This design comes from an exercise in tuning for small area and a short achievable clock period on the open sky130 flow, not from production work. RTL that was checked went through simulation tests only; none was proved equivalent to the original. Function not checked in runs 4 to 8: the RTL went through the layout flow alone.

===== flow/config.mk =====
export PLATFORM = sky130hd
export DESIGN_NAME = filter_mlab
export DESIGN_NICKNAME = filter_mlab
export VERILOG_FILES = /design/flow/design.v
export SDC_FILE = /design/flow/constraint.sdc
export NUM_CORES = 4
export LEC_CHECK = 0
export CAP_MARGIN = 20
export CORE_MARGIN = 2
export CORE_UTILIZATION = 40
export SLEW_MARGIN = 20

===== flow/design.v =====
`timescale 1 ns / 1 ns
module filter_mlab
               (
                i_clk,
                i_clk_enable,
                i_reset_n,
                filter_in,
                filter_out
                );
  input   i_clk;
  input   i_clk_enable;
  input   i_reset_n;
  input   signed [17:0] filter_in;
  output  signed [17:0] filter_out;
  reg  [3:0] cur_count;             
  reg  [3:0] vcnt;                  
  reg  signed [17:0] r [0:10];
  reg  signed [17:0] output_register;
  wire       is_s = cur_count[3];   
  reg  [3:0] sel1;                  
  reg  [3:0] sel2;                  
  wire [3:0] cnt_n  = is_s ? 4'd0 : cur_count + 4'd1;
  wire [3:0] vcnt_n = (is_s && vcnt != 4'd11) ? vcnt + 4'd1 : vcnt;
  function v;
    input [3:0] vc;
    input [3:0] a;
    v = (a < vc);
  endfunction
  reg [3:0] s1_n, s2_n;
  always @* begin
    s1_n = 4'd0;
    s2_n = 4'd0;
    case (cnt_n)
      4'd0: begin s1_n[0] = v(vcnt_n, 4'd7);  s2_n[0] = v(vcnt_n, 4'd6); end
      4'd1: begin s1_n[1] = v(vcnt_n, 4'd1);  s2_n[1] = v(vcnt_n, 4'd1); end
      4'd2: begin s1_n[1] = v(vcnt_n, 4'd7);  s2_n[0] = v(vcnt_n, 4'd7); end
      4'd3: begin s1_n[2] = v(vcnt_n, 4'd2);                             end
      4'd4: begin s1_n[3] = v(vcnt_n, 4'd9);  s2_n[2] = v(vcnt_n, 4'd5); end
      4'd5: begin s1_n[2] = v(vcnt_n, 4'd3);                             end
      4'd6: begin s1_n[3] = v(vcnt_n, 4'd10);                            end
      4'd7: begin s1_n[0] = v(vcnt_n, 4'd5);  s2_n[3] = v(vcnt_n, 4'd5); end
      default: begin s1_n[1] = v(vcnt_n, 4'd10); s2_n[1] = v(vcnt_n, 4'd10); end
    endcase
  end
  always @(posedge i_clk or negedge i_reset_n)
    if (!i_reset_n) begin
      cur_count <= 4'd8;
      vcnt      <= 4'd0;
      sel1      <= 4'd0;
      sel2      <= 4'd0;
    end
    else if (i_clk_enable) begin
      cur_count <= cnt_n;
      vcnt      <= vcnt_n;
      sel1      <= s1_n;
      sel2      <= s2_n;
    end
  integer i;
  always @(posedge i_clk)
    if (i_clk_enable) begin
      r[0] <= is_s ? filter_in : r[10];
      for (i = 1; i < 11; i = i + 1)
        r[i] <= r[i-1];
    end
  wire [24:0] x5  = {{7{r[5][17]}},  r[5]};
  wire [24:0] x8  = {{7{r[8][17]}},  r[8]};
  wire [24:0] x10 = {{7{r[10][17]}}, r[10]};
  wire [24:0] v1 = ({25{sel1[0]}} & x8)
                 | ({25{sel1[1]}} & (x10 << 2))
                 | ({25{sel1[2]}} & (x10 << 3))
                 | ({25{sel1[3]}} & (x8 << 3));
  wire [24:0] v2 = ({25{sel2[0]}} & (x10 << 4))
                 | ({25{sel2[1]}} & x10)
                 | ({25{sel2[2]}} & (x5 << 3))
                 | ({25{sel2[3]}} & (x8 << 2));
  reg  [24:0] acc;
  reg         c1, c2;
  wire [24:0] base = is_s ? 25'd16 : acc;
  wire        ci1  = c1 & ~is_s;
  wire        ci2  = c2 & ~is_s;
  wire [24:0] nv1  = ~v1;
  wire [24:0] hs   = base ^ nv1 ^ v2;
  wire [24:0] hc   = (base & nv1) | (base & v2) | (nv1 & v2);
  wire [8:0]  s0   = {1'b0, hs[7:0]}   + {1'b0, hc[6:0], 1'b1};
  wire [9:0]  s1w  = {1'b0, hs[15:8], 1'b1} + {1'b0, hc[14:7], ci1};
  wire [9:0]  s2w  = {hs[24:16], 1'b1}      + {hc[23:15], ci2};
  wire [8:0]  s1   = s1w[9:1];
  wire [8:0]  s2   = s2w[9:1];
  always @(posedge i_clk)
    if (i_clk_enable) begin
      acc <= {s2[8:0], s1[7:0], s0[7:0]};
      c1  <= s0[8];
      c2  <= s1[8];
    end
  wire [16:0] hi   = acc[24:8] + {8'd0, c2, 7'd0, c1};
  wire [19:0] q    = {hi, acc[7:5]};
  wire        tie  = (acc[4:0] == 5'd0);
  wire        pos_ovf = ~q[19] & (q[18] | q[17]);
  wire        neg_ovf =  q[19] & ~(q[18] & q[17]);
  wire [17:0] yr   = {q[17:1], q[0] & ~tie};
  wire [17:0] y    = (vcnt == 4'd0) ? 18'd0 :
                     pos_ovf ? 18'h1ffff : neg_ovf ? 18'h20000 : yr;
  always @(posedge i_clk or negedge i_reset_n)
    if (!i_reset_n)
      output_register <= 18'sd0;
    else if (i_clk_enable && is_s)
      output_register <= y;
  assign filter_out = output_register;
endmodule

===== flow/flow/run.sh =====
#!/bin/bash
set -o pipefail
bash standard.sh 'SETUP_SLACK_MARGIN=7.0' 'CTS_CLUSTER_SIZE=30' 'CTS_CLUSTER_DIAMETER=60' 'BUFFER_PORTS_ARGS=-buffer_cell sky130_fd_sc_hd__buf_2' 'CORE_UTILIZATION=60' 'PLACE_DENSITY=0.75' 'TNS_END_PERCENT=20' finish 2>&1 | tee standard.log

===== flow/constraint.sdc =====
create_clock -name core_clock -period 10.0 [get_ports {i_clk}]
set_input_delay 2.0000 -clock core_clock [delete_from_list [all_inputs] [get_ports {i_clk}]]
set_output_delay 2.0000 -clock core_clock [all_outputs]
set_load 0.01 [all_outputs]

===== flow/standard.sh =====
#!/bin/bash
# synth_recipe.tcl (not shown) runs the flow's synth.tcl, then flattens the netlist and writes it again
# the make line also repeats each setting of config.mk as NAME=value (left out here)
make -C /OpenROAD-flow-scripts/flow DESIGN_CONFIG=/design/flow/config.mk WORK_HOME=/design/flow/orfs CLKGATE_MAP_FILE= SYNTH_SCRIPT=/design/flow/synth_recipe.tcl "${@:-finish}"

==> run summary, run 1 <==
syn_area_per_cell - 14.6 sq um
Yosys top cell by area - edfxtp_1
Synth Net Count - 856
Clock transition at path regs - 0.10 ns
register area share after synthesis - 66.9%
CP Capture Type - register
1st-pass router iterations - 6
crit-path max cell delay - 0.52 ns
DRT Wirelength - 23.4 mm
GPL Wtd Cong - 0.824
Vias - 6822
slowest CP cell - fa_2
largest net degree at the start of global routing - 91
CTS tree - yes
Remaining Overflow, GRT - 0
top post-synthesis cells by area - edfxtp_1 59%, dfrtp_1 7.3%, fa_1 4.8%
Worst Path Required - 10.23 ns
Worst-Skew Late Latency - 0.50 ns
maximum root-to-sink buffer count - 3
max cap viols - 0
Worst Reg2Reg Path Length in Cells - 11
antenna cells - 0
fmax - 314 MHz
All-Layer GR Usage - 23.4%
starting density of the core - 61.0%
worst-margin pin slew - 0.748 ns
WHS - 0.416 ns
cts hold-fix bufs - 0
status - complete, no violations
DIE AREA - 20100 sq um
Synth top area share - 59.4%
layout cells sized above 1 - 20.3%
# rows - 50
drt drc - 0
Post-synth ARST share - 13.1%
setup TNS - 0 ns
synthesis-to-layout area growth - 14.1%
Distinct cells, synth - 56
Core ar. - 18600 sq um
Area after DPL - 11800 sq um
Final ANT Viol Nets - 0
IO buf count - 38
Hold Crit Class - reg -> reg
Yosys warnings - 2
Main synth FF type - edfxtp_1
area occupied by multi-input gates - 3660 sq um
Syn Inst Count - 779
Final Skew - 0.0297 ns
die width - 142 um
type of origin of the critical path - register
TritonCTS buffer count - 17
Synth top cells by count - 225 x edfxtp_1, 67 x nand2_1, 39 x inv_1
Sink Count - 259
Root Buffer - clkbuf_16
Hold Vio Cnt, Final - 0
CP arrival - 3.41 ns
FILL cells - 1234
Worst Hold Path Cells - 0
CP max FO - 3
DRT iter0 DRCs - 884
ordered cell list for the critical path - buf_6, a22o_1, a221oi_2, fa_2, fa_2, a21o_1, a21oi_2, nor2b_1, o21a_1, o211ai_1, xnor2_1
nets - 923
fin crit share - 31.8%
most frequent cell after synthesis - edfxtp_1
Final Max Slew Viols - 0
vias per inst - 6.26
fin area - 13000 sq um
sequential cell area - 7630 sq um
first-pass GRT wire length - 36.2 mm
critical path class - reg -> reg
FF+latch count, synth - 259
H-tree depth - 1
minimum clock period - 3.18 ns
Ports - 39
RSZ-0062 raised after global routing - true
vias in the first global route - 6594
Final setup violation count - 0
initial antenna violation count - 0
HPWL Detailed - 13.8 mm
WL/cell - 21.5 um
number of synthesized flops with an enable pin - 225
Rel. slew slack - 50.1%
Mapped Area - 11400 sq um
die span in y - 142 um
Top cell by count, worst path - fa_2
through the flow:
stage                     utilization (%)  cells  setup slack, ns
final                                69.6   1090             6.82
after global placement               63.3   1022             5.79
after CTS                            68.4   1075             6.89
after floorplan                         -    779             6.95
after detailed placement             63.3   1022             5.71
after global routing                 69.6   1090             6.71
area by class of cell:
| class | instances | share of cell area [%] |
|---|---|---|
| multi-input combinational | 450 | 28.2 |
| timing repair inverter | 1 | 0.0386 |
| timing repair buffer | 78 | 5.13 |
| sequential | 259 | 58.8 |
| clock inverter | 12 | 1.11 |
| inverter | 39 | 1.16 |
| tap | 234 | 2.26 |
| clock buffer | 17 | 3.28 |
cells by family after synthesis:
kind of cell,count (synthesis),synth area share (%)
adders and majority gates,56,7.94
AOI/OAI and AO/OA,165,10.6
and+or+nand+nor,171,7.31
muxes,20,1.96
buffers and inverters,70,2.39
DFF,259,66.9
xor gates and xnor gates,38,2.93
cells in the final DEF (no fill, tap or decap), drive strengths merged, types with 21 or more instances in the layout:
cell	instances
a21oi	26
fa	27
a22o	21
inv	41
xnor2	27
nor2b	23
a22oi	33
nor2	27
edfxtp	225
dfrtp	33
ha	29
buf	74
o21ai	24
nand2	67
metal layers:
metal  vias to the layer above  GRT usage (%)  wire length [um]
met3                        49           3.44              1840
met2                       307           36.2             10800
li1                       3063              -                 -
met1                      3403           34.9             10200
met4                         0           7.53               574
met5                         -              0                 0
what timing repair did:
| item | CTS | global route |
|---|---|---|
| setup buffers | 19 | 15 |
| pin swaps | 11 | 16 |
| endpoints found under the setup margin | 218 | 49 |
| cloned | 5 | 0 |
| resized for setup | 37 | 20 |
| hold endpoints to repair | 0 | 0 |
state kept, by name, summed over array words and instances (netlist names):
| signal | cells |
|---|---|
| r | 198 |
| sel1 | 4 |
| cur_count | 4 |
| acc | 25 |
| c1 | 1 |
| output_register | 18 |
| c2 | 1 |
| vcnt | 4 |
| sel2 | 4 |
worst max-delay path, delay by kind of cell, from the launching register on:
kind                       cells  cell delay, ns
and+or+nand+nor                1            0.07
DFF                            1            0.49
buffers and inverters          1            0.13
adders and majority gates      2            0.90
AOI/OAI and AO/OA              6            1.21
xor gates and xnor gates       1            0.12
path summary, 6_finish.rpt:
kind / startpoint / endpoint / slack, ns
min: r[1][12]$_DFFE_PP_ / r[2][12]$_DFFE_PP_ / 0.42
max reg2reg: sel1[1]$_DFFE_PN0P_ / acc[23]$_DFFE_PP_ / 6.82
max in group asynchronous: i_reset_n / sel2[1]$_DFFE_PN0P_ / 7.86
min reg2reg: r[1][12]$_DFFE_PP_ / r[2][12]$_DFFE_PP_ / 0.42
min in group asynchronous: i_reset_n / output_register[3]$_DFFE_PN0P_ / 1.57
max: sel1[1]$_DFFE_PN0P_ / acc[23]$_DFFE_PP_ / 6.82
==> run 2, diff against run 1 <==
==> flow/flow/run.sh (replaced) <==
#!/bin/bash
set -o pipefail
bash standard.sh 'SETUP_SLACK_MARGIN=6.9' 'CTS_CLUSTER_SIZE=24' 'CTS_CLUSTER_DIAMETER=50' 'CTS_BUF_LIST=sky130_fd_sc_hd__clkbuf_8' 'BUFFER_PORTS_ARGS=-buffer_cell sky130_fd_sc_hd__buf_2' 'CORE_UTILIZATION=60' 'PLACE_DENSITY=0.75' finish 2>&1 | tee standard.log
==> run summary, run 2 <==
vias per inst - 6.03
nets - 943
Worst Hold Path Cells - 0
WP buf/inv - 1
register area share after synthesis - 66.9%
Vias - 6732
max cap viols - 0
RSZ-0062 raised after global routing - true
most frequent cells in the layout - 225 x edfxtp_1, 65 x nand2_1, 49 x buf_4
Top delay family on crit path - flip-flops
Worst R2R Start - sel1[1]$_DFFE_PN0P_
Area after DPL - 11800 sq um
Final setup violation count - 0
GPL Wtd Cong - 0.911
status - complete, no violations
Levels on crit path - 1
WL/cell - 20.1 um
worst-margin pin slew - 0.957 ns
Worst Reg2Reg Path Length in Cells - 9
DRT Wirelength - 22.5 mm
die span in y - 142 um
Final ANT Viol Nets - 0
Rel. slew slack - 36.2%
fin crit share - 31.0%
fin area - 12900 sq um
Synth Net Count - 856
Ports - 39
slowest CP cell - dfrtp_1
Sink Count - 259
largest net degree at the start of global routing - 85
CP arrival - 1.10 ns
maximum root-to-sink buffer count - 3
FF-to-FF setup slack - 6.94 ns
TritonCTS buffer count - 23
biggest regs - r (198), acc (25), output_register (18)
DIE AREA - 20100 sq um
Remaining Overflow, GRT - 0
Main synth FF type - edfxtp_1
initial antenna violation count - 0
Distinct cells, synth - 56
synthesis-to-layout area growth - 13.7%
cts hold-fix bufs - 0
Hold Vio Cnt, Final - 0
type of origin of the critical path - register
Mapped Area - 11400 sq um
Core ar. - 18600 sq um
DRT iter0 DRCs - 614
Synth top area share - 59.4%
Reg2Reg Capture Point - acc[24]$_DFFE_PP_
number of synthesized flops with an enable pin - 225
max reg flops - 198
Syn Inst Count - 779
IO buf count - 38
first-pass GRT wire length - 34.7 mm
Synth top cells by count - 225 x edfxtp_1, 67 x nand2_1, 39 x inv_1
Final Skew - 0.0297 ns
1st-pass router iterations - 5
H-tree depth - 1
drt drc - 0
crit-path max cell delay - 0.41 ns
worst hold path endpoint - r[4][12]$_DFFE_PP_
FF+latch count, synth - 259
most frequent cell after synthesis - edfxtp_1
Worst-Skew Late Latency - 0.56 ns
Final Max Slew Viols - 0
minimum clock period - 3.10 ns
ordered cell list for the critical path - buf_2
top post-synthesis cells by area - edfxtp_1 59%, dfrtp_1 7.3%, fa_1 4.8%
starting density of the core - 61.0%
All-Layer GR Usage - 22.2%
hold_sp - r[3][12]$_DFFE_PP_
CP Capture Type - output port
Root Buffer - clkbuf_8
setup TNS - 0 ns
Yosys warnings - 2
vias in the first global route - 6645
antenna cells - 0
syn_area_per_cell - 14.6 sq um
CTS tree - yes
die width - 142 um
HPWL Detailed - 13.4 mm
# rows - 50
Post-synth ARST share - 13.1%
Yosys top cell by area - edfxtp_1
Worst Path Required - 8.00 ns
Hold Crit Class - reg -> reg
CP max FO - 2
most common cell after layout, fill and taps aside - edfxtp_1
fmax - 322 MHz
layout cells sized above 1 - 21.9%
FILL cells - 1195
Clock transition at path regs - 0.12 ns
critical path class - reg -> out
Top reg by flops - r
[run 2: cell types whose count changed in the layout (fill, tap and decap cells not counted), moves of 4 or more]
cell       delta
buf_4        +18
clkbuf_16    -17
clkbuf_8     +23
inv_6         +4
o21ai_1       +4
[run 2: final cells by class]
cell class / instances / area [sq um] / area share [%]
flip-flops and latches: 259 / 7630 / 59.0
multi-input cells: 450 / 3600 / 27.8
repair buffers: 92 / 701 / 5.42
clock buffers: 23 / 317 / 2.45
well taps: 234 / 293 / 2.26
clock inverters: 18 / 240 / 1.86
inverters: 39 / 150 / 1.16
repair inverters: 1 / 5.00 / 0.0387
[run 2: worst max path at each step]
| stage | slack (ns) | endpoint | start |
|---|---|---|---|
| floorplan | 6.85 | acc[15]$_DFFE_PP_ | cur_count[3]$_DFFE_PN1P_ |
| global placement | 5.73 | sel2[3]$_DFFE_PN0P_ | i_clk_enable |
| detailed placement | 5.63 | sel2[3]$_DFFE_PN0P_ | i_clk_enable |
| CTS | 6.84 | acc[15]$_DFFE_PP_ | sel1[1]$_DFFE_PN0P_ |
| global route | 6.81 | acc[24]$_DFFE_PP_ | sel1[1]$_DFFE_PN0P_ |
| finish | 6.90 | filter_out[17] | output_register[17]$_DFFE_PN0P_ |
[run 2: repair_timing]
action | in CTS | in global routing
endpoints found under the setup margin | 141 | 30
buffers inserted | 22 | 27
cloned | 3 | 0
pin swaps | 3 | 13
resized for setup | 32 | 19
[run 2: cell families (layout without fill, tap and decap cells)]
kind of cell,after synthesis,after routing,share of synthesized area [%]
DFF,259,259,66.9
AOI/OAI and AO/OA,165,165,10.6
buffers and inverters,70,173,2.39
muxes,20,20,1.96
xor gates and xnor gates,38,38,2.93
and+or+nand+nor,171,171,7.31
adders and majority gates,56,56,7.94
[run 2: per-layer routing]
layer	wire length (um)	global-route usage [%]	vias up	part of all wire, %
li1	-	-	3112	-
met1	9750	31.6	3283	43
met2	10300	35.1	285	46
met3	1770	3.78	52	7.9
met4	665	7.84	0	3.0
met5	0	0	-	0
[run 2: metrics by stage]
step / hold slack [ns] / std cells / worst slack, ns / utilization [%]
CTS: 0.420 / 1089 / 6.84 / 68.0
floorplan: 0.400 / 779 / 6.85 / -
finish: 0.412 / 1116 / 6.90 / 69.4
global route: 0.416 / 1116 / 6.81 / 69.4
detailed placement: 0.405 / 1023 / 5.63 / 63.2
global placement: 0.401 / 1023 / 5.73 / 63.2
==> run 3, diff against run 2 <==
==> flow/flow/run.sh (replaced) <==
#!/bin/bash
set -o pipefail
bash standard.sh 'SETUP_SLACK_MARGIN=6.9' 'CTS_CLUSTER_SIZE=20' 'CTS_CLUSTER_DIAMETER=45' 'CTS_BUF_LIST=sky130_fd_sc_hd__clkbuf_8' 'BUFFER_PORTS_ARGS=-buffer_cell sky130_fd_sc_hd__buf_2' 'CORE_UTILIZATION=60' 'PLACE_DENSITY=0.75' finish 2>&1 | tee standard.log
==> run summary, run 3 <==
IO buf count - 38
Sink Count - 259
Post-synth ARST share - 13.1%
Hold Crit Class - reg -> reg
nets - 957
hold_sp - r[4][11]$_DFFE_PP_
All-Layer GR Usage - 22.4%
Distinct cells, synth - 56
maximum root-to-sink buffer count - 3
Ports - 39
GPL Wtd Cong - 0.911
critical path class - reg -> out
CTS tree - yes
die span in y - 142 um
register area share after synthesis - 66.9%
DIE AREA - 20100 sq um
1st-pass router iterations - 8
fin crit share - 30.9%
H-tree depth - 1
die width - 142 um
Worst R2R Start - sel1[0]$_DFFE_PN0P_
cts hold-fix bufs - 0
Worst-Skew Late Latency - 0.56 ns
Hold Vio Cnt, Final - 0
most frequent cell after synthesis - edfxtp_1
status - complete, no violations
# rows - 50
Root Buffer - clkbuf_8
ordered cell list for the critical path - buf_2
Syn Inst Count - 779
FF-to-FF setup slack - 6.92 ns
Synth Net Count - 856
Mapped Area - 11400 sq um
worst-margin pin slew - 0.965 ns
FF+latch count, synth - 259
first-pass GRT wire length - 34.8 mm
most common cell after layout, fill and taps aside - edfxtp_1
antenna cells - 0
RSZ-0062 raised after global routing - true
most frequent cells in the layout - 225 x edfxtp_1, 65 x nand2_1, 57 x buf_4
Core ar. - 18600 sq um
Placement Setup Slack - 5.63 ns
type of origin of the critical path - register
worst setup margin - 6.91 ns
Worst Hold Path Cells - 0
Clock transition at path regs - 0.10 ns
CP Capture Type - output port
TritonCTS buffer count - 27
top post-synthesis cells by area - edfxtp_1 59%, dfrtp_1 7.3%, fa_1 4.8%
Yosys top cell by area - edfxtp_1
crit-path max cell delay - 0.39 ns
Final Skew - 0.0269 ns
FILL cells - 1181
fmax - 323 MHz
initial antenna violation count - 0
vias in the first global route - 6678
starting density of the core - 61.0%
syn_area_per_cell - 14.6 sq um
WL/cell - 20.2 um
CP max FO - 2
Worst Reg2Reg Path Length in Cells - 10
Remaining Overflow, GRT - 0
Yosys warnings - 2
drt drc - 0
Synth top cells by count - 225 x edfxtp_1, 67 x nand2_1, 39 x inv_1
Final ANT Viol Nets - 0
Synth top area share - 59.4%
Rel. slew slack - 35.6%
setup TNS - 0 ns
CP arrival - 1.09 ns
WHS - 0.416 ns
WP buf/inv - 1
minimum clock period - 3.09 ns
synthesis-to-layout area growth - 15.2%
Vias - 6872
HPWL Detailed - 13.4 mm
slowest CP cell - dfrtp_1
worst hold path endpoint - r[5][11]$_DFFE_PP_
largest net degree at the start of global routing - 85
Top delay family on crit path - flip-flops
Final Max Slew Viols - 0
vias per inst - 6.06
Top reg by flops - r
Worst Path Required - 8.00 ns
max reg flops - 198
DRT Wirelength - 22.9 mm
number of synthesized flops with an enable pin - 225
Main synth FF type - edfxtp_1
DRT iter0 DRCs - 716
biggest regs - r (198), acc (25), output_register (18)
layout cells sized above 1 - 23.6%
Final setup violation count - 0
Reg2Reg Capture Point - acc[24]$_DFFE_PP_
max cap viols - 0
run 3: worst max path at each step:
stage / startpoint / slack [ns] / cells after the start / endpoint
finish: output_register[10]$_DFFE_PN0P_ / 6.91 / 1 / filter_out[10]
global route: sel1[1]$_DFFE_PN0P_ / 6.77 / 9 / acc[24]$_DFFE_PP_
CTS: sel1[0]$_DFFE_PN0P_ / 6.85 / 10 / acc[15]$_DFFE_PP_
detailed placement: i_clk_enable / 5.63 / 5 / sel2[3]$_DFFE_PN0P_
global placement: i_clk_enable / 5.73 / 5 / sel2[3]$_DFFE_PN0P_
floorplan: cur_count[3]$_DFFE_PN1P_ / 6.85 / 11 / acc[15]$_DFFE_PP_
run 3: area by class of cell:
cell class	instances	area (sq um)	share of cell area (%)
inverter	39	150	1.15
clock buffer	27	372	2.84
clock inverter	22	256	1.96
sequential	259	7630	58.2
multi-input combinational	450	3620	27.6
timing repair buffer	102	776	5.92
tap	234	293	2.23
timing repair inverter	1	5.00	0.0382
run 3: kinds of logic (layout without fill, tap and decap cells):
group	count (synthesis)	count (layout)	synth area share (%)
flip-flops	259	259	66.9
AND/OR/NAND/NOR	171	171	7.31
multiplexers	20	20	1.96
buffers and inverters	70	191	2.39
XOR/XNOR	38	38	2.93
AO/OA/AOI/OAI	165	165	10.6
adder cells (fa/ha/maj)	56	56	7.94
run 3: routing by layer:
metal	vias to the layer above	track usage, %	part of all wire, %	wire (um)
li1	3138	-	-	-
met1	3376	31.5	43	9830
met2	311	35.1	47	10600
met3	47	4.32	8.0	1840
met4	0	8.89	2.5	568
met5	-	0	0	0
run 3: metrics by stage:
| stage | util, % | std cells | area [sq um] |
|---|---|---|---|
| floorplan | - | 779 | 11400 |
| global placement | 63.2 | 1023 | 11800 |
| detailed placement | 63.2 | 1023 | 11800 |
| CTS | 68.6 | 1104 | 12800 |
| global route | 70.3 | 1134 | 13100 |
| finish | 70.3 | 1134 | 13100 |
run 3: timing repair:
item,CTS,global route
pin swaps,2,19
buffers inserted,29,30
setup endpoints to repair,147,28
gates cloned,3,0
resized for setup,34,23
==> run 4, diff against run 3 <==
--- a/flow/design.v
+++ b/flow/design.v
@@ -74,26 +74,27 @@
                  | ({25{sel2[2]}} & (x5 << 3))
                  | ({25{sel2[3]}} & (x8 << 2));
   reg  [24:0] acc;
-  reg         c1, c2;
+  reg         c1, c2, c3;
   wire [24:0] base = is_s ? 25'd16 : acc;
   wire        ci1  = c1 & ~is_s;
   wire        ci2  = c2 & ~is_s;
+  wire        ci3  = c3 & ~is_s;
   wire [24:0] nv1  = ~v1;
   wire [24:0] hs   = base ^ nv1 ^ v2;
   wire [24:0] hc   = (base & nv1) | (base & v2) | (nv1 & v2);
-  wire [8:0]  s0   = {1'b0, hs[7:0]}   + {1'b0, hc[6:0], 1'b1};
-  wire [9:0]  s1w  = {1'b0, hs[15:8], 1'b1} + {1'b0, hc[14:7], ci1};
-  wire [9:0]  s2w  = {hs[24:16], 1'b1}      + {hc[23:15], ci2};
-  wire [8:0]  s1   = s1w[9:1];
-  wire [8:0]  s2   = s2w[9:1];
+  wire [6:0]  s0   = {1'b0, hs[5:0]}         + {1'b0, hc[4:0], 1'b1};
+  wire [7:0]  s1w  = {1'b0, hs[11:6], 1'b1}  + {1'b0, hc[10:5], ci1};
+  wire [7:0]  s2w  = {1'b0, hs[17:12], 1'b1} + {1'b0, hc[16:11], ci2};
+  wire [7:0]  s3w  = {hs[24:18], 1'b1}       + {hc[23:17], ci3};
   always @(posedge i_clk)
     if (i_clk_enable) begin
-      acc <= {s2[8:0], s1[7:0], s0[7:0]};
-      c1  <= s0[8];
-      c2  <= s1[8];
+      acc <= {s3w[7:1], s2w[6:1], s1w[6:1], s0[5:0]};
+      c1  <= s0[6];
+      c2  <= s1w[7];
+      c3  <= s2w[7];
     end
-  wire [16:0] hi   = acc[24:8] + {8'd0, c2, 7'd0, c1};
-  wire [19:0] q    = {hi, acc[7:5]};
+  wire [18:0] hi   = acc[24:6] + {c3, 5'd0, c2, 5'd0, c1};
+  wire [19:0] q    = {hi, acc[5]};
   wire        tie  = (acc[4:0] == 5'd0);
   wire        pos_ovf = ~q[19] & (q[18] | q[17]);
   wire        neg_ovf =  q[19] & ~(q[18] & q[17]);
==> flow/flow/run.sh (replaced) <==
#!/bin/bash
set -o pipefail
bash standard.sh 'SETUP_SLACK_MARGIN=6.9' 'CTS_CLUSTER_SIZE=30' 'CTS_CLUSTER_DIAMETER=60' 'BUFFER_PORTS_ARGS=-buffer_cell sky130_fd_sc_hd__buf_2' 'CORE_UTILIZATION=60' 'PLACE_DENSITY=0.75' finish 2>&1 | tee standard.log
==> run summary, run 4 <==
area occupied by multi-input gates - 4050 sq um
Highest Signal Layer - met4
CP Capture Type - output port
Final Max Slew Viols - 0
TritonCTS buffer count - 17
fin crit share - 30.7%
Yosys top cell by area - edfxtp_1
nets - 971
worst setup margin - 6.93 ns
sequential cell area - 7660 sq um
die width - 145 um
minimum clock period - 3.07 ns
ordered cell list for the critical path - buf_2
Clock transition at path regs - 0.10 ns
crit-path max cell delay - 0.41 ns
most common cell after layout, fill and taps aside - edfxtp_1
largest net degree at the start of global routing - 66
Hold Vio Cnt, Final - 0
Core ar. - 19500 sq um
final core occ - 68.7%
status - complete, no violations
main combinational cell family by area after synthesis - compound AO/OA/AOI/OAI gates
Distinct cells, synth - 66
drt drc - 0
Final ANT Viol Nets - 0
DR WL met2 - 11.3 mm
critical path class - reg -> out
Placement Setup Slack - 5.32 ns
DRT iter0 DRCs - 711
adder-cell share of the synthesized area - 7.72%
Synth top area share - 57.1%
layout cells sized above 1 - 18.4%
WL/cell - 20.2 um
CTS tree - yes
DRT Wirelength - 23.6 mm
All-Layer GR Usage - 22.6%
multiplexer share of the synthesized area - 2.05%
H-tree depth - 1
syn_area_per_cell - 14.1 sq um
number of synthesized flops with an enable pin - 226
register area share after synthesis - 64.2%
HPWL Detailed - 14.5 mm
Ports - 39
FILL cells - 1290
Worst Path Required - 8.00 ns
Final Skew - 0.0347 ns
Hold Crit Class - reg -> reg
CP arrival - 1.07 ns
# rows - 51
Yosys warnings - 2
met3 WL - 1.50 mm
fin area - 13400 sq um
Worst-Skew Late Latency - 0.51 ns
Remaining Overflow, GRT - 0
1st-pass router iterations - 7
Post-synth ARST share - 13.1%
setup TNS - 0 ns
vias in the first global route - 7031
Post-Synth Simple-Gate Area - 7.08%
Sink Count - 260
IO buf count - 38
slowest CP cell - dfrtp_1
type of origin of the critical path - register
initial antenna violation count - 0
RSZ-0062 raised after global routing - true
M1 WL - 10.5 mm
Root Buffer - clkbuf_16
GPL Wtd Cong - 0.837
maximum root-to-sink buffer count - 3
starting density of the core - 61.1%
Top delay family on crit path - flip-flops
Mapped Area - 11900 sq um
Syn Inst Count - 844
WP buf/inv - 1
biggest regs - r (198), acc (25), output_register (18)
max reg flops - 198
synthesis-to-layout area growth - 12.5%
Final setup violation count - 0
DIE AREA - 21000 sq um
vias per inst - 6.14
die span in y - 145 um
Rel. slew slack - 49.1%
max cap viols - 0
Vias - 7173
most frequent cell after synthesis - edfxtp_1
WHS - 0.403 ns
Synth top cells by count - 226 x edfxtp_1, 78 x nand2_1, 46 x a21oi_1
top post-synthesis cells by area - edfxtp_1 57%, dfrtp_1 6.9%, fa_1 4.4%
first-pass GRT wire length - 36.7 mm
Top reg by flops - r
Area after DPL - 12300 sq um
CP max FO - 3
Synth Net Count - 922
complex-gate fraction of the synthesized area - 13.0%
worst-margin pin slew - 0.764 ns
most frequent cells in the layout - 226 x edfxtp_1, 75 x nand2_1, 42 x a21oi_1
Synth Area in XOR/XNOR - 3.17%
antenna cells - 0
FF+latch count, synth - 260
Main synth FF type - edfxtp_1
fmax - 326 MHz
-- run 4: cell count changes in the layout (fill, tap and decap cells not counted), moves of 11 or more --
cell,change
a21oi_1,+23
a221o_1,-11
buf_4,-33
clkbuf_16,+18
clkbuf_8,-27
-- run 4: per-stage QoR --
step                      instances
after CTS                      1153
after detailed placement       1111
final                          1168
after floorplan                 844
after global placement         1111
after global routing           1168
-- run 4: final timing paths --
path,start,endpoint,slack (ns),cells after the start
min in group asynchronous,i_reset_n,output_register[8]$_DFFE_PN0P_,1.55,1
max in group asynchronous,i_reset_n,sel1[1]$_DFFE_PN0P_,7.90,1
setup reg to reg,r[10][17]$_DFFE_PP_,acc[24]$_DFFE_PP_,6.94,9
setup / recovery,output_register[8]$_DFFE_PN0P_,filter_out[8],6.93,1
hold reg to reg,r[7][12]$_DFFE_PP_,r[8][12]$_DFFE_PP_,0.40,0
hold / removal,r[7][12]$_DFFE_PP_,r[8][12]$_DFFE_PP_,0.40,0
-- run 4: logic make-up (layout without fill, tap and decap cells) --
logic type               after synthesis  count (layout)
buffers and inverters                 75             134
multiplexers                          22              22
XOR/XNOR                              43              43
flip-flops                           260             260
AND/OR/NAND/NOR                      175             175
adder cells (fa/ha/maj)               58              58
AO/OA/AOI/OAI                        211             211
-- run 4: final cells by class --
class,instances,share of cell area [%]
Sequential cell,260,57.2
Clock inverter,12,1.69
Timing Repair inverter,1,0.0374
Clock buffer,17,3.18
Tap cell,265,2.48
Inverter,34,0.982
Multi-Input combinational cell,509,30.3
Timing Repair Buffer,70,4.10
-- run 4: what timing repair did --
action,in CTS,in global routing
gates resized for setup,29,20
cloned,2,1
setup endpoints to repair,166,96
pin swaps,1,4
setup buffers,11,14
hold buffers,0,0
-- run 4: routing by layer --
metal	vias up	global-route usage, %
met5	-	0
met4	0	5.06
met3	38	3.16
met2	291	36.9
met1	3551	32.9
li1	3293	-
==> run 5, diff against run 4 <==
==> flow/flow/run.sh (replaced) <==
#!/bin/bash
set -o pipefail
bash standard.sh 'SETUP_SLACK_MARGIN=7.0' 'CTS_CLUSTER_SIZE=30' 'CTS_CLUSTER_DIAMETER=60' 'BUFFER_PORTS_ARGS=-buffer_cell sky130_fd_sc_hd__buf_2' 'CORE_UTILIZATION=60' 'PLACE_DENSITY=0.75' finish 2>&1 | tee standard.log
==> run summary, run 5 <==
syn_area_per_cell - 14.1 sq um
die width - 145 um
maximum root-to-sink buffer count - 3
Final Skew - 0.0166 ns
Levels on crit path - 1
max cap viols - 0
CP Capture Type - output port
Ports - 39
vias in the first global route - 6966
most frequent cell after synthesis - edfxtp_1
Top reg by flops - r
first-pass GRT wire length - 36.6 mm
most frequent cells in the layout - 226 x edfxtp_1, 75 x nand2_1, 50 x buf_4
Remaining Overflow, GRT - 0
Worst Path Required - 8.00 ns
Clock transition at path regs - 0.10 ns
fin crit share - 30.4%
Vias - 7371
most common cell after layout, fill and taps aside - edfxtp_1
worst-margin pin slew - 0.796 ns
Synth Net Count - 922
initial antenna violation count - 0
DRT Wirelength - 24.4 mm
number of synthesized flops with an enable pin - 226
ordered cell list for the critical path - buf_2
Distinct cells, synth - 66
max reg flops - 198
Worst Reg2Reg Path Length in Cells - 9
top post-synthesis cells by area - edfxtp_1 57%, dfrtp_1 6.9%, fa_1 4.4%
# rows - 51
Core ar. - 19500 sq um
1st-pass router iterations - 5
critical path class - reg -> out
Final ANT Viol Nets - 0
fmax - 328 MHz
starting density of the core - 61.1%
Syn Inst Count - 844
biggest regs - r (198), acc (25), output_register (18)
vias per inst - 6.16
Final setup violation count - 0
HPWL Detailed - 14.3 mm
register area share after synthesis - 64.2%
TritonCTS buffer count - 17
DRT iter0 DRCs - 567
largest net degree at the start of global routing - 83
CP max FO - 3
RSZ-0062 raised after global routing - true
H-tree depth - 1
layout cells sized above 1 - 21.0%
antenna cells - 0
crit-path max cell delay - 0.41 ns
synthesis-to-layout area growth - 14.9%
die span in y - 145 um
drt drc - 0
type of origin of the critical path - register
IO buf count - 38
setup TNS - 0 ns
WL/cell - 20.4 um
Hold Vio Cnt, Final - 0
slowest CP cell - dfrtp_1
nets - 1000
Rel. slew slack - 47.0%
minimum clock period - 3.04 ns
DIE AREA - 21000 sq um
Yosys warnings - 2
FF+latch count, synth - 260
FF-to-FF setup slack - 7.01 ns
Main synth FF type - edfxtp_1
final core occ - 70.2%
Hold Crit Class - reg -> reg
Top delay family on crit path - flip-flops
Yosys top cell by area - edfxtp_1
status - complete, no violations
Root Buffer - clkbuf_16
Post-synth ARST share - 13.1%
CP arrival - 1.04 ns
WP buf/inv - 1
Worst Hold Path Cells - 0
Mapped Area - 11900 sq um
GPL Wtd Cong - 0.867
Worst-Skew Late Latency - 0.50 ns
Sink Count - 260
Final Max Slew Viols - 0
All-Layer GR Usage - 22.8%
Synth top cells by count - 226 x edfxtp_1, 78 x nand2_1, 46 x a21oi_1
CTS tree - yes
Synth top area share - 57.1%
## run 5: cells by family (layout without fill, tap and decap cells)
group,after synthesis,in the layout,share of synthesized area (%)
muxes,22,22,2.05
adders and majority gates,58,58,7.72
DFF,260,260,64.2
AOI/OAI and AO/OA,211,211,13.0
xor gates and xnor gates,43,43,3.17
buffers and inverters,75,162,2.77
and+or+nand+nor,175,176,7.08
## run 5: timing repair
| action | 4_1_cts | 5_1_grt |
|---|---|---|
| gates resized for setup | 30 | 29 |
| endpoints found under the setup margin | 231 | 34 |
| buffers inserted | 27 | 25 |
| hold buffers | 0 | 0 |
| cloned | 4 | 1 |
| pin swaps | 1 | 15 |
## run 5: routing by layer
metal | global-route usage, % | up-vias | wire [um]
met3 | 3.92 | 57 | 1650
met2 | 36.4 | 317 | 11500
met5 | 0 | - | 0
li1 | - | 3361 | -
met4 | 6.64 | 0 | 727
met1 | 32.6 | 3636 | 10500
## run 5: cell type report
type | instances | area (sq um)
clock buffers | 17 | 425
well taps | 265 | 332
clock inverters | 12 | 191
repair inverters | 1 | 5.00
multi-input cells | 510 | 4060
flip-flops and latches | 260 | 7660
fillers | 1250 | 5810
repair buffers | 98 | 848
inverters | 34 | 131
## run 5: worst paths after layout
path                                             endpoint                           start
setup / recovery                            filter_out[4]  output_register[4]$_DFFE_PN0P_
hold / removal                          r[2][5]$_DFFE_PP_               r[1][5]$_DFFE_PP_
setup reg to reg                        acc[11]$_DFFE_PP_             sel1[1]$_DFFE_PN0P_
hold reg to reg                         r[2][5]$_DFFE_PP_               r[1][5]$_DFFE_PP_
max in group asynchronous             sel2[0]$_DFFE_PN0P_                       i_reset_n
min in group asynchronous  output_register[9]$_DFFE_PN0P_                       i_reset_n
## run 5: metrics by stage
stage / setup slack [ns] / hold slack (ns) / instance area, sq um / std cells
CTS: 6.94 / 0.421 / 13300 / 1171
global placement: 5.35 / 0.401 / 12300 / 1111
detailed placement: 5.26 / 0.405 / 12300 / 1111
finish: 6.96 / 0.419 / 13700 / 1197
global route: 6.93 / 0.421 / 13700 / 1197
floorplan: 6.98 / 0.400 / 12000 / 844
==> run 6, diff against run 5 <==
--- a/flow/design.v
+++ b/flow/design.v
@@ -62,39 +62,39 @@
       for (i = 1; i < 11; i = i + 1)
         r[i] <= r[i-1];
     end
-  wire [24:0] x5  = {{7{r[5][17]}},  r[5]};
-  wire [24:0] x8  = {{7{r[8][17]}},  r[8]};
-  wire [24:0] x10 = {{7{r[10][17]}}, r[10]};
-  wire [24:0] v1 = ({25{sel1[0]}} & x8)
-                 | ({25{sel1[1]}} & (x10 << 2))
-                 | ({25{sel1[2]}} & (x10 << 3))
-                 | ({25{sel1[3]}} & (x8 << 3));
-  wire [24:0] v2 = ({25{sel2[0]}} & (x10 << 4))
-                 | ({25{sel2[1]}} & x10)
-                 | ({25{sel2[2]}} & (x5 << 3))
-                 | ({25{sel2[3]}} & (x8 << 2));
+  wire [21:0] x5  = {{4{r[5][17]}},  r[5]};
+  wire [21:0] x8  = {{4{r[8][17]}},  r[8]};
+  wire [21:0] x10 = {{4{r[10][17]}}, r[10]};
+  wire [21:0] v1 = ({22{sel1[0]}} & x8)
+                 | ({22{sel1[1]}} & (x10 << 2))
+                 | ({22{sel1[2]}} & (x10 << 3))
+                 | ({22{sel1[3]}} & (x8 << 3));
+  wire [21:0] v2 = ({22{sel2[0]}} & (x10 << 4))
+                 | ({22{sel2[1]}} & x10)
+                 | ({22{sel2[2]}} & (x5 << 3))
+                 | ({22{sel2[3]}} & (x8 << 2));
+  wire [21:0] u1 = {v1[21], ~v1[20:0]};
+  wire [21:0] u2 = {~v2[21], v2[20:0]};
   reg  [24:0] acc;
-  reg         c1, c2, c3;
-  wire [24:0] base = is_s ? 25'd16 : acc;
+  reg         c1, c2;
+  wire [24:0] base = is_s ? 25'h1c00010 : acc;
   wire        ci1  = c1 & ~is_s;
   wire        ci2  = c2 & ~is_s;
-  wire        ci3  = c3 & ~is_s;
-  wire [24:0] nv1  = ~v1;
-  wire [24:0] hs   = base ^ nv1 ^ v2;
-  wire [24:0] hc   = (base & nv1) | (base & v2) | (nv1 & v2);
-  wire [6:0]  s0   = {1'b0, hs[5:0]}         + {1'b0, hc[4:0], 1'b1};
-  wire [7:0]  s1w  = {1'b0, hs[11:6], 1'b1}  + {1'b0, hc[10:5], ci1};
-  wire [7:0]  s2w  = {1'b0, hs[17:12], 1'b1} + {1'b0, hc[16:11], ci2};
-  wire [7:0]  s3w  = {hs[24:18], 1'b1}       + {hc[23:17], ci3};
+  wire [24:0] hs   = {base[24:22], base[21:0] ^ u1 ^ u2};
+  wire [24:0] hc   = {3'b000, (base[21:0] & u1) | (base[21:0] & u2) | (u1 & u2)};
+  wire [8:0]  s0   = {1'b0, hs[7:0]}   + {1'b0, hc[6:0], 1'b1};
+  wire [9:0]  s1w  = {1'b0, hs[15:8], 1'b1} + {1'b0, hc[14:7], ci1};
+  wire [9:0]  s2w  = {hs[24:16], 1'b1}      + {hc[23:15], ci2};
+  wire [8:0]  s1   = s1w[9:1];
+  wire [8:0]  s2   = s2w[9:1];
   always @(posedge i_clk)
     if (i_clk_enable) begin
-      acc <= {s3w[7:1], s2w[6:1], s1w[6:1], s0[5:0]};
-      c1  <= s0[6];
-      c2  <= s1w[7];
-      c3  <= s2w[7];
+      acc <= {s2[8:0], s1[7:0], s0[7:0]};
+      c1  <= s0[8];
+      c2  <= s1[8];
     end
-  wire [18:0] hi   = acc[24:6] + {c3, 5'd0, c2, 5'd0, c1};
-  wire [19:0] q    = {hi, acc[5]};
+  wire [16:0] hi   = acc[24:8] + {8'd0, c2, 7'd0, c1};
+  wire [19:0] q    = {hi, acc[7:5]};
   wire        tie  = (acc[4:0] == 5'd0);
   wire        pos_ovf = ~q[19] & (q[18] | q[17]);
   wire        neg_ovf =  q[19] & ~(q[18] & q[17]);
==> flow/flow/run.sh (replaced) <==
#!/bin/bash
set -o pipefail
bash standard.sh 'SETUP_SLACK_MARGIN=6.9' 'CTS_CLUSTER_SIZE=30' 'CTS_CLUSTER_DIAMETER=60' 'BUFFER_PORTS_ARGS=-buffer_cell sky130_fd_sc_hd__buf_2' 'CORE_UTILIZATION=60' 'PLACE_DENSITY=0.75' finish 2>&1 | tee standard.log
==> run summary, run 6 <==
Hold Vio Cnt, Final - 0
CP max FO - 8
Distinct cells, synth - 65
placed insts - 1048
CP arrival - 3.39 ns
Yosys top cell by area - edfxtp_1
Final Skew - 0.0245 ns
TritonCTS buffer count - 18
WHS - 0.417 ns
Yosys warnings - 2
antenna cells - 0
worst setup margin - 6.89 ns
type of origin of the critical path - register
Syn Inst Count - 805
register area share after synthesis - 65.9%
Worst Path Required - 10.27 ns
HPWL Detailed - 14.2 mm
Core ar. - 18800 sq um
Synth top cells by count - 225 x edfxtp_1, 75 x nand2_1, 38 x inv_1
die width - 143 um
CTS tree - yes
Final Max Slew Viols - 0
layout cells sized above 1 - 19.7%
DRT iter0 DRCs - 715
maximum root-to-sink buffer count - 3
IO buf count - 38
number of synthesized flops with an enable pin - 225
Rel. slew slack - 50.6%
Mapped Area - 11500 sq um
Root Buffer - clkbuf_16
CP Capture Type - register
Final setup violation count - 0
FILL cells - 1201
biggest regs - r (198), acc (25), output_register (18)
synthesis-to-layout area growth - 13.8%
H-tree depth - 1
Top reg by flops - r
Worst-Skew Late Latency - 0.52 ns
first-pass GRT wire length - 35.8 mm
status - complete, no violations
Clock transition at path regs - 0.10 ns
WL/cell - 21.1 um
largest net degree at the start of global routing - 90
Ports - 39
max cap viols - 0
nets - 935
fin crit share - 31.1%
DIE AREA - 20400 sq um
Hold Crit Class - reg -> reg
Synth Net Count - 879
vias in the first global route - 6898
syn_area_per_cell - 14.3 sq um
crit-path max cell delay - 0.50 ns
Post-synth ARST share - 13.1%
WP buf/inv - 1
setup TNS - 0 ns
worst-margin pin slew - 0.741 ns
FF+latch count, synth - 259
minimum clock period - 3.11 ns
starting density of the core - 61.5%
Remaining Overflow, GRT - 0
drt drc - 0
Sink Count - 259
# rows - 50
Non-Filler Instances - 1107
most frequent cells in the layout - 225 x edfxtp_1, 74 x nand2_1, 37 x buf_2
max reg flops - 198
sequential cell area - 7620 sq um
Main synth FF type - edfxtp_1
initial antenna violation count - 0
final core occ - 70.0%
top post-synthesis cells by area - edfxtp_1 59%, dfrtp_1 7.2%, fa_1 4.3%
area occupied by multi-input gates - 3790 sq um
cts hold-fix bufs - 0
fmax - 321 MHz
most common cell after layout, fill and taps aside - edfxtp_1
Synth top area share - 58.5%
ordered cell list for the critical path - buf_12, a22o_1, a221oi_2, fa_1, fa_2, a21o_1, a21oi_2, o21ai_2, o41ai_4, xor2_1
RSZ-0062 raised after global routing - true
DRT Wirelength - 23.3 mm
1st-pass router iterations - 5
All-Layer GR Usage - 22.6%
critical path class - reg -> reg
GPL Wtd Cong - 0.854
slowest CP cell - fa_1
Placement Setup Slack - 5.25 ns
Final ANT Viol Nets - 0
most frequent cell after synthesis - edfxtp_1
Vias - 7004
Top delay family on crit path - compound AO/OA/AOI/OAI gates
die span in y - 143 um
vias per inst - 6.33
## run 6: final timing paths
kind                                     start                         endpoint  slack [ns]  cells past startpoint
setup / recovery           sel1[0]$_DFFE_PN0P_                acc[23]$_DFFE_PP_        6.89                     10
hold / removal              r[3][13]$_DFFE_PP_               r[4][13]$_DFFE_PP_        0.42                      0
setup reg to reg           sel1[0]$_DFFE_PN0P_                acc[23]$_DFFE_PP_        6.89                     10
hold reg to reg             r[3][13]$_DFFE_PP_               r[4][13]$_DFFE_PP_        0.42                      0
max in group asynchronous            i_reset_n              sel1[1]$_DFFE_PN0P_        7.91                      1
min in group asynchronous            i_reset_n  output_register[12]$_DFFE_PN0P_        1.53                      1
## run 6: final cells by class
class / count / share of cell area [%]
clock buffers: 19 / 3.46
clock inverters: 13 / 1.79
inverters: 38 / 1.11
multi-input cells: 474 / 28.9
flip-flops and latches: 259 / 58.0
well taps: 234 / 2.23
repair buffers: 70 / 4.56
## run 6: cell families after synthesis
logic type	Yosys count	share of synthesized area [%]
and+or+nand+nor	186	8.03
AOI/OAI and AO/OA	181	11.7
buffers and inverters	72	2.51
adders and majority gates	53	7.37
DFF	259	65.9
xor gates and xnor gates	33	2.50
muxes	21	2.03
## run 6: metal layers
| metal | GRT usage (%) | part of all wire, % | vias to the layer above | routed length [um] |
|---|---|---|---|---|
| met5 | 0 | 0 | - | 0 |
| met4 | 7.50 | 2.3 | 0 | 539 |
| met3 | 3.45 | 7.4 | 49 | 1740 |
| met2 | 35.4 | 47 | 315 | 10900 |
| met1 | 32.8 | 44 | 3480 | 10200 |
| li1 | - | - | 3160 | - |
## run 6: metrics by stage
step / area [sq um]
3_5_place_dp: 11900
5_1_grt: 13100
6_report: 13100
3_3_place_gp: 11900
4_1_cts: 12900
2_1_floorplan: 11600
## run 6: worst register-to-register path, cell delays in order (launching register included)
cell      delay, ns
dfrtp_2        0.44
buf_12         0.15
a22o_1         0.22
a221oi_2       0.21
fa_1           0.50
fa_2           0.38
a21o_1         0.20
a21oi_2        0.19
o21ai_2        0.12
o41ai_4        0.36
xor2_1         0.11
## run 6: what timing repair did
item / 4_1_cts / 5_1_grt
resized for setup: 32 / 25
hold endpoints to repair: 0 / 0
gates cloned: 2 / 2
endpoints found under the setup margin: 210 / 117
setup buffers: 11 / 12
pin swaps: 9 / 20
==> run 7, diff against run 6 <==
==> flow/design.v (replaced) <==
`timescale 1 ns / 1 ns
module filter_mlab
               (
                i_clk,
                i_clk_enable,
                i_reset_n,
                filter_in,
                filter_out
                );
  input   i_clk;
  input   i_clk_enable;
  input   i_reset_n;
  input   signed [17:0] filter_in;
  output  signed [17:0] filter_out;
  reg  [3:0] cur_count;
  reg  [3:0] vcnt;                   
  reg  signed [17:0] d [0:10];       
  reg  signed [24:0] acc;
  reg  signed [17:0] output_register;
  wire phase_8 = (cur_count == 4'd8) & i_clk_enable;
  always @(posedge i_clk or negedge i_reset_n)
    if (!i_reset_n)
      cur_count <= 4'd8;
    else if (i_clk_enable)
      cur_count <= (cur_count == 4'd8) ? 4'd0 : cur_count + 4'd1;
  always @(posedge i_clk or negedge i_reset_n)
    if (!i_reset_n)
      vcnt <= 4'd0;
    else if (phase_8 && vcnt != 4'd11)
      vcnt <= vcnt + 4'd1;
  integer i;
  always @(posedge i_clk)
    if (phase_8) begin
      d[0] <= filter_in;
      for (i = 1; i < 11; i = i + 1)
        d[i] <= d[i-1];
    end
  reg  signed [17:0] xsel;
  reg  [3:0] age;
  always @* begin
    case (cur_count)
      4'd0: begin xsel = d[1];  age = 4'd1;  end
      4'd1: begin xsel = d[2];  age = 4'd2;  end
      4'd2: begin xsel = d[3];  age = 4'd3;  end
      4'd3: begin xsel = d[5];  age = 4'd5;  end
      4'd4: begin xsel = d[6];  age = 4'd6;  end
      4'd5: begin xsel = d[7];  age = 4'd7;  end
      4'd6: begin xsel = d[9];  age = 4'd9;  end
      4'd7: begin xsel = d[10]; age = 4'd10; end
      default: begin xsel = d[10]; age = 4'd10; end
    endcase
  end
  wire valid = (age < vcnt);
  wire signed [24:0] x1  = valid ? {{7{xsel[17]}}, xsel} : 25'sd0;
  wire signed [24:0] x3  = x1 + (x1 <<< 1);
  wire signed [24:0] x8  = x1 <<< 3;
  wire signed [24:0] x11 = x8 + x3;
  wire signed [24:0] x16 = x1 <<< 4;
  reg  signed [24:0] term;
  always @* begin
    case (cur_count)
      4'd0, 4'd8:             term = -x3;
      4'd1, 4'd2, 4'd6, 4'd7: term = -x8;
      4'd3, 4'd5:             term = x11;
      default:                term = x16;
    endcase
  end
  wire signed [19:0] q    = acc[24:5];
  wire               up   = acc[4] & ((|acc[3:0]) | acc[5]);
  wire signed [19:0] qr   = q + {19'd0, up};
  wire               pos_ovf = ~qr[19] & (qr[18] | qr[17]);
  wire               neg_ovf =  qr[19] & ~(qr[18] & qr[17]);
  wire signed [17:0] y    = pos_ovf ? 18'sh1ffff : neg_ovf ? 18'sh20000 : qr[17:0];
  always @(posedge i_clk or negedge i_reset_n)
    if (!i_reset_n)
      acc <= 25'sd0;
    else if (i_clk_enable)
      acc <= (cur_count == 4'd8) ? term : acc + term;
  always @(posedge i_clk or negedge i_reset_n)
    if (!i_reset_n)
      output_register <= 18'sd0;
    else if (phase_8)
      output_register <= y;
  assign filter_out = output_register;
endmodule
==> flow/run.sh (new file) <==
#!/bin/bash
# synth_recipe.tcl (not shown) runs the flow's synth.tcl, then flattens the netlist and writes it again
# the make line also repeats each setting of config.mk as NAME=value (left out here)
make -C /OpenROAD-flow-scripts/flow DESIGN_CONFIG=/design/flow/config.mk WORK_HOME=/design/flow/orfs CLKGATE_MAP_FILE= SYNTH_SCRIPT=/design/flow/synth_recipe.tcl finish
removed: flow/flow/run.sh
removed: flow/standard.sh
==> run summary, run 7 <==
Hold Crit Class - reg -> reg
Top reg by flops - d
most common cell after layout, fill and taps aside - edfxtp_1
Syn Inst Count - 1234
Worst Path Required - 10.47 ns
worst-margin pin slew - 1.15 ns
met1 Resource Use GR - 25.5%
register area share after synthesis - 52.1%
CP max FO - 17
CTS tree - yes
Final Skew - 0.0134 ns
initial antenna violation count - 0
maximum root-to-sink buffer count - 3
Main synth FF type - edfxtp_1
vias per inst - 5.67
HPWL Detailed - 22.0 mm
critical path class - reg -> reg
FILL cells - 3207
H-tree depth - 1
number of synthesized flops with an enable pin - 198
Post-Synth Simple-Gate Area - 10.9%
Mapped Area - 13900 sq um
Synth top cells by count - 198 x edfxtp_1, 93 x nor2_1, 90 x a21oi_1
DRT iter0 DRCs - 793
syn_area_per_cell - 11.2 sq um
most frequent cells in the layout - 198 x edfxtp_1, 93 x nor2_1, 89 x a21oi_1
max cap viols - 0
Final Max Slew Viols - 0
Remaining Overflow, GRT - 0
Ports - 39
Final ANT Viol Nets - 0
Rel. slew slack - 23.0%
Yosys warnings - 2
GRT busiest layer - met2
type of origin of the critical path - register
synthesis-to-layout area growth - 13.0%
GPL Wtd Cong - 0.917
Synth Net Count - 1340
Vias - 9925
All-Layer GR Usage - 17.9%
Clock transition at path regs - 0.06 ns
most frequent cell after synthesis - edfxtp_1
TritonCTS buffer count - 27
sequential cell area - 7220 sq um
adder-cell share of the synthesized area - 7.77%
GR Util met2 - 28.9%
starting density of the core - 40.4%
Sink Count - 249
status - complete, no violations
max reg flops - 198
Hold Vio Cnt, Final - 0
CP arrival - 9.68 ns
CP Capture Type - register
RSZ-0062 raised after global routing - false
die width - 190 um
first-pass GRT wire length - 51.9 mm
GR met3 Demand/Resource - 2.13%
minimum clock period - 9.22 ns
fin crit share - 92.2%
drt drc - 0
fmax - 108 MHz
largest net degree at the start of global routing - 93
complex-gate fraction of the synthesized area - 19.2%
WL/cell - 18.3 um
Synth top area share - 42.9%
Final setup violation count - 0
final core occ - 45.6%
DIE AREA - 36200 sq um
FF+latch count, synth - 249
Root Buffer - clkbuf_16
top post-synthesis cells by area - edfxtp_1 43%, dfrtp_1 9.0%, ha_1 7.5%
DRT Wirelength - 32.1 mm
Core ar. - 34400 sq um
biggest regs - d (198), acc (25), output_register (18)
Yosys top cell by area - edfxtp_1
area occupied by multi-input gates - 6240 sq um
slowest CP cell - dfrtp_1
Post-synth ARST share - 20.5%
crit-path max cell delay - 0.41 ns
die span in y - 190 um
multiplexer share of the synthesized area - 1.13%
1st-pass router iterations - 5
Synth Area in XOR/XNOR - 5.80%
Worst-Skew Late Latency - 0.56 ns
# rows - 68
layout cells sized above 1 - 8.72%
vias in the first global route - 9638
Distinct cells, synth - 84
antenna cells - 0
nets - 1382
IO buf count - 38
setup TNS - 0 ns
main combinational cell family by area after synthesis - compound AO/OA/AOI/OAI gates
[run 7: changes by cell type after synthesis, sizes merged, moves of 17 or more]
| cell | delta |
|---|---|
| nor2 | +69 |
| a21oi | +65 |
| ha | +55 |
| xnor2 | +42 |
| o21ai | +41 |
| edfxtp | -27 |
| a22oi | -24 |
| fa | -23 |
| nor3 | +19 |
| a31oi | +18 |
| dfrtp | +17 |
[run 7: critical path: cells and delay by family, from the launching register on]
| kind | cells | cell delay (ns) |
|---|---|---|
| flops | 1 | 0.41 |
| simple gates | 7 | 1.13 |
| buf+inv | 3 | 0.38 |
| xor+xnor | 2 | 0.41 |
| compound gates | 25 | 4.99 |
| fa+ha+maj | 5 | 1.79 |
[run 7: final timing paths]
check,startpoint,end,slack (ns),cells past startpoint
setup / recovery,cur_count[0]$_DFFE_PN0P_,acc[24]$_DFFE_PN0P_,0.78,42
hold / removal,d[8][5]$_DFFE_PP_,d[9][5]$_DFFE_PP_,0.41,0
setup reg to reg,cur_count[0]$_DFFE_PN0P_,acc[24]$_DFFE_PN0P_,0.78,42
hold reg to reg,d[8][5]$_DFFE_PP_,d[9][5]$_DFFE_PP_,0.41,0
max in group asynchronous,i_reset_n,cur_count[2]$_DFFE_PN0P_,7.98,2
min in group asynchronous,i_reset_n,output_register[9]$_DFFE_PN0P_,1.55,2
[run 7: layout make-up]
type,count,share of cell area (%)
clock buffer,35,4.50
clock inverter,14,0.806
inverter,53,1.33
multi-input combinational,877,39.8
sequential,249,46.1
tap,455,3.63
timing repair buffer,68,3.82
[run 7: logic make-up after synthesis]
| logic type | after synthesis |
|---|---|
| compound gates | 377 |
| simple gates | 309 |
| xor+xnor | 91 |
| buf+inv | 108 |
| fa+ha+maj | 85 |
| flops | 249 |
| mux | 15 |
[run 7: routing by layer]
layer  wire [um]  part of all wire [%]  vias to the layer above
li1            -                     -                     4785
met1       15100                    47                     4834
met2       14800                    46                      255
met3        1620                   5.0                       51
met4         626                   2.0                        0
met5           0                     0                        -
[run 7: metrics by stage]
stage / worst slack, ns / cell area (sq um) / cells / hold WS [ns]
after floorplan: 0.603 / 13900 / 1234 / 0.400
after global placement: 0.563 / 14800 / 1699 / 0.400
after detailed placement: 0.387 / 14800 / 1699 / 0.405
after CTS: 0.337 / 15600 / 1748 / 0.413
after global routing: 0.0657 / 15700 / 1751 / 0.421
final: 0.782 / 15700 / 1751 / 0.405
[run 7: timing repair]
| item | CTS | global route |
|---|---|---|
| buffers inserted | 0 | 3 |
| resized for setup | 0 | 6 |
| hold buffers | 0 | 0 |
| endpoints found under the hold margin | 0 | 0 |
| setup endpoints to repair | 0 | 2 |
==> run 8, diff against run 7 <==
--- a/flow/design.v
+++ b/flow/design.v
@@ -14,7 +14,7 @@
   output  signed [17:0] filter_out;
   reg  [3:0] cur_count;
   reg  [3:0] vcnt;                   
-  reg  signed [17:0] d [0:10];       
+  reg  signed [17:0] r [0:10];
   reg  signed [24:0] acc;
   reg  signed [17:0] output_register;
   wire phase_8 = (cur_count == 4'd8) & i_clk_enable;
@@ -30,24 +30,25 @@
       vcnt <= vcnt + 4'd1;
   integer i;
   always @(posedge i_clk)
-    if (phase_8) begin
-      d[0] <= filter_in;
+    if (i_clk_enable) begin
+      r[0] <= (cur_count == 4'd8) ? filter_in : r[10];
       for (i = 1; i < 11; i = i + 1)
-        d[i] <= d[i-1];
+        r[i] <= r[i-1];
     end
-  reg  signed [17:0] xsel;
+  wire               use8 = (cur_count == 4'd4) | (cur_count == 4'd6) | (cur_count == 4'd7);
+  wire signed [17:0] xsel = use8 ? r[8] : r[10];
   reg  [3:0] age;
   always @* begin
     case (cur_count)
-      4'd0: begin xsel = d[1];  age = 4'd1;  end
-      4'd1: begin xsel = d[2];  age = 4'd2;  end
-      4'd2: begin xsel = d[3];  age = 4'd3;  end
-      4'd3: begin xsel = d[5];  age = 4'd5;  end
-      4'd4: begin xsel = d[6];  age = 4'd6;  end
-      4'd5: begin xsel = d[7];  age = 4'd7;  end
-      4'd6: begin xsel = d[9];  age = 4'd9;  end
-      4'd7: begin xsel = d[10]; age = 4'd10; end
-      default: begin xsel = d[10]; age = 4'd10; end
+      4'd0: age = 4'd6;
+      4'd1: age = 4'd1;
+      4'd2: age = 4'd7;
+      4'd3: age = 4'd2;
+      4'd4: age = 4'd9;
+      4'd5: age = 4'd3;
+      4'd6: age = 4'd10;
+      4'd7: age = 4'd5;
+      default: age = 4'd10;
     endcase
   end
   wire valid = (age < vcnt);
@@ -59,9 +60,9 @@
   reg  signed [24:0] term;
   always @* begin
     case (cur_count)
-      4'd0, 4'd8:             term = -x3;
-      4'd1, 4'd2, 4'd6, 4'd7: term = -x8;
-      4'd3, 4'd5:             term = x11;
+      4'd1, 4'd8:             term = -x3;
+      4'd3, 4'd4, 4'd5, 4'd6: term = -x8;
+      4'd2, 4'd7:             term = x11;
       default:                term = x16;
     endcase
   end
==> run summary, run 8 <==
Area after DPL - 14400 sq um
setup TNS - 0 ns
sequential cell area - 7220 sq um
Synth Area in XOR/XNOR - 5.09%
adder-cell share of the synthesized area - 8.10%
Core ar. - 33400 sq um
syn_area_per_cell - 11.3 sq um
WL/cell - 16.3 um
drt drc - 0
crit-path max cell delay - 0.49 ns
Clock transition at path regs - 0.06 ns
HPWL Detailed - 19.6 mm
FF+latch count, synth - 249
max reg flops - 198
H-tree depth - 1
fin area - 15300 sq um
Post-Synth Simple-Gate Area - 13.4%
CTS tree - yes
type of origin of the critical path - register
largest net degree at the start of global routing - 101
most common cell after layout, fill and taps aside - edfxtp_1
initial antenna violation count - 0
DRT Wirelength - 27.9 mm
critical path class - reg -> reg
starting density of the core - 40.6%
Non-Filler Instances - 1717
IO buf count - 38
vias in the first global route - 8729
Final Max Slew Viols - 0
Vias - 9119
Final setup violation count - 0
CP Capture Type - register
Hold Crit Class - reg -> reg
Rel. slew slack - 38.1%
Remaining Overflow, GRT - 0
vias per inst - 5.31
CP arrival - 9.57 ns
Syn Inst Count - 1200
worst-margin pin slew - 0.926 ns
layout cells sized above 1 - 8.90%
register area share after synthesis - 53.2%
TritonCTS buffer count - 27
CP max FO - 17
Sink Count - 249
Ports - 39
Synth top area share - 43.8%
area occupied by multi-input gates - 5930 sq um
Yosys top cell by area - edfxtp_1
status - complete, no violations
number of synthesized flops with an enable pin - 198
WHS - 0.416 ns
1st-pass router iterations - 5
Post-synth ARST share - 20.5%
first-pass GRT wire length - 45.3 mm
antenna cells - 0
Main synth FF type - edfxtp_1
# rows - 67
Hold Vio Cnt, Final - 0
Yosys warnings - 2
complex-gate fraction of the synthesized area - 15.0%
maximum root-to-sink buffer count - 3
fin crit share - 91.4%
Mapped Area - 13600 sq um
FILL cells - 3104
top post-synthesis cells by area - edfxtp_1 44%, dfrtp_1 9.2%, ha_1 7.7%
Top cell by count, worst path - ha_1
DRT iter0 DRCs - 820
-- run 8: changes by cell type after synthesis, moves of 13 or more --
cell | before | now
mux2i_1 | 10 | 23
o211ai_1 | 22 | 8
clkbuf_1 | 43 | 26
a31oi_1 | 25 | 9
a221oi_1 | 17 | 3
o21ai_0 | 54 | 69
nand2_1 | 85 | 136
a22o_1 | 19 | 1
-- run 8: cell families after synthesis --
logic type / count (synthesis)
and+or+nand+nor: 372
AOI/OAI and AO/OA: 302
DFF: 249
buffers and inverters: 87
adders and majority gates: 86
xor gates and xnor gates: 78
muxes: 26
-- run 8: critical path: cells and delay by family, from the launching register on --
| kind | cells | cell delay [ns] |
|---|---|---|
| AO/OA/AOI/OAI | 19 | 4.45 |
| AND/OR/NAND/NOR | 8 | 1.74 |
| adder cells (fa/ha/maj) | 5 | 1.55 |
| multiplexers | 2 | 0.43 |
| flip-flops | 1 | 0.40 |
| buffers and inverters | 2 | 0.28 |
| XOR/XNOR | 1 | 0.16 |
-- run 8: metrics by stage --
step,setup slack (ns),util [%]
after global placement,0.979,43.1
after floorplan,1.67,-
after global routing,0.0103,45.6
after detailed placement,0.733,43.1
after CTS,0.673,45.6
final,0.860,45.6
-- run 8: area by class of cell --
class                      count  area share, %
timing repair buffer          59           3.52
clock buffer                  41           4.83
sequential                   249           47.3
inverter                      47           1.16
clock inverter                 9          0.639
multi-input combinational    864           38.9
tap                          448           3.67
-- run 8: what timing repair did --
item,in CTS,in global routing
hold buffers,0,0
resized for setup,0,6
endpoints found under the setup margin,0,2
buffers inserted,0,0
-- run 8: per-layer routing --
metal,vias to the layer above,share of wire (%),GRT usage (%)
met4,0,2.4,4.33
met3,44,4.3,2.20
met5,-,0,0
met2,185,45,25.0
met1,4338,49,22.5
li1,4552,-,-
-- run 8: final timing paths --
path | from | cells after the start | slack (ns) | endpoint
max reg2reg | cur_count[0]$_DFFE_PN0P_ | 37 | 0.86 | acc[24]$_DFFE_PN0P_
max | cur_count[0]$_DFFE_PN0P_ | 37 | 0.86 | acc[24]$_DFFE_PN0P_
min in group asynchronous | i_reset_n | 2 | 1.59 | acc[1]$_DFFE_PN0P_
min | r[5][17]$_DFFE_PP_ | 0 | 0.42 | r[6][17]$_DFFE_PP_
min reg2reg | r[5][17]$_DFFE_PP_ | 0 | 0.42 | r[6][17]$_DFFE_PP_
max in group asynchronous | i_reset_n | 2 | 7.92 | cur_count[2]$_DFFE_PN0P_

## afterwards: timing with drivers on the ports
In the flow no input, the clock included, has a driving cell. The finished layouts below were timed again as built, in two steps. Step 1 sets driving cells, clkbuf_16 on the clock port and buf_2 on the other inputs (assumed; they add their load-dependent delay and slew). Step 2 adds t to the input delays and takes it off the output delays; t is the mean of the earliest and latest rising clock arrival at the registers after step 1. Input paths then give back, and output paths get back, about the clock's delay inside the block. Three values: ideal ports, drivers, drivers and shift; two values: the first two.
run	shift t [ns]	setup slack, ns	hold slack, ns	latest minus earliest clock arrival (ns)	worst register clock-pin slew, ns
run 1	0.530	6.815 / 6.815 / 6.335	0.416 / 0.416 / 0.416	0.030 / 0.030	0.10 / 0.10
run 2	0.582	6.898 / 6.857 / 6.334	0.412 / 0.412 / 0.412	0.034 / 0.034	0.12 / 0.12
run 3	0.590	6.908 / 6.866 / 6.304	0.416 / 0.416 / 0.416	0.032 / 0.032	0.10 / 0.10
run 4	0.544	6.929 / 6.882 / 6.351	0.403 / 0.403 / 0.403	0.037 / 0.037	0.10 / 0.10
run 5	0.538	6.956 / 6.911 / 6.457	0.419 / 0.419 / 0.419	0.020 / 0.020	0.10 / 0.10
run 6	0.559	6.889 / 6.884 / 6.409	0.417 / 0.417 / 0.417	0.029 / 0.028	0.10 / 0.10
run 7	0.601	0.782 / 0.782 / 0.782	0.405 / 0.405 / 0.405	0.014 / 0.013	0.06 / 0.06
run 8	0.582	0.860 / 0.860 / 0.860	0.416 / 0.416 / 0.416	0.024 / 0.024	0.06 / 0.06
After both steps setup and hold are still met in every run listed. The setup slack of run 3, which loses most, moves by -0.042 ns with the drivers and by -0.604 ns with both steps.
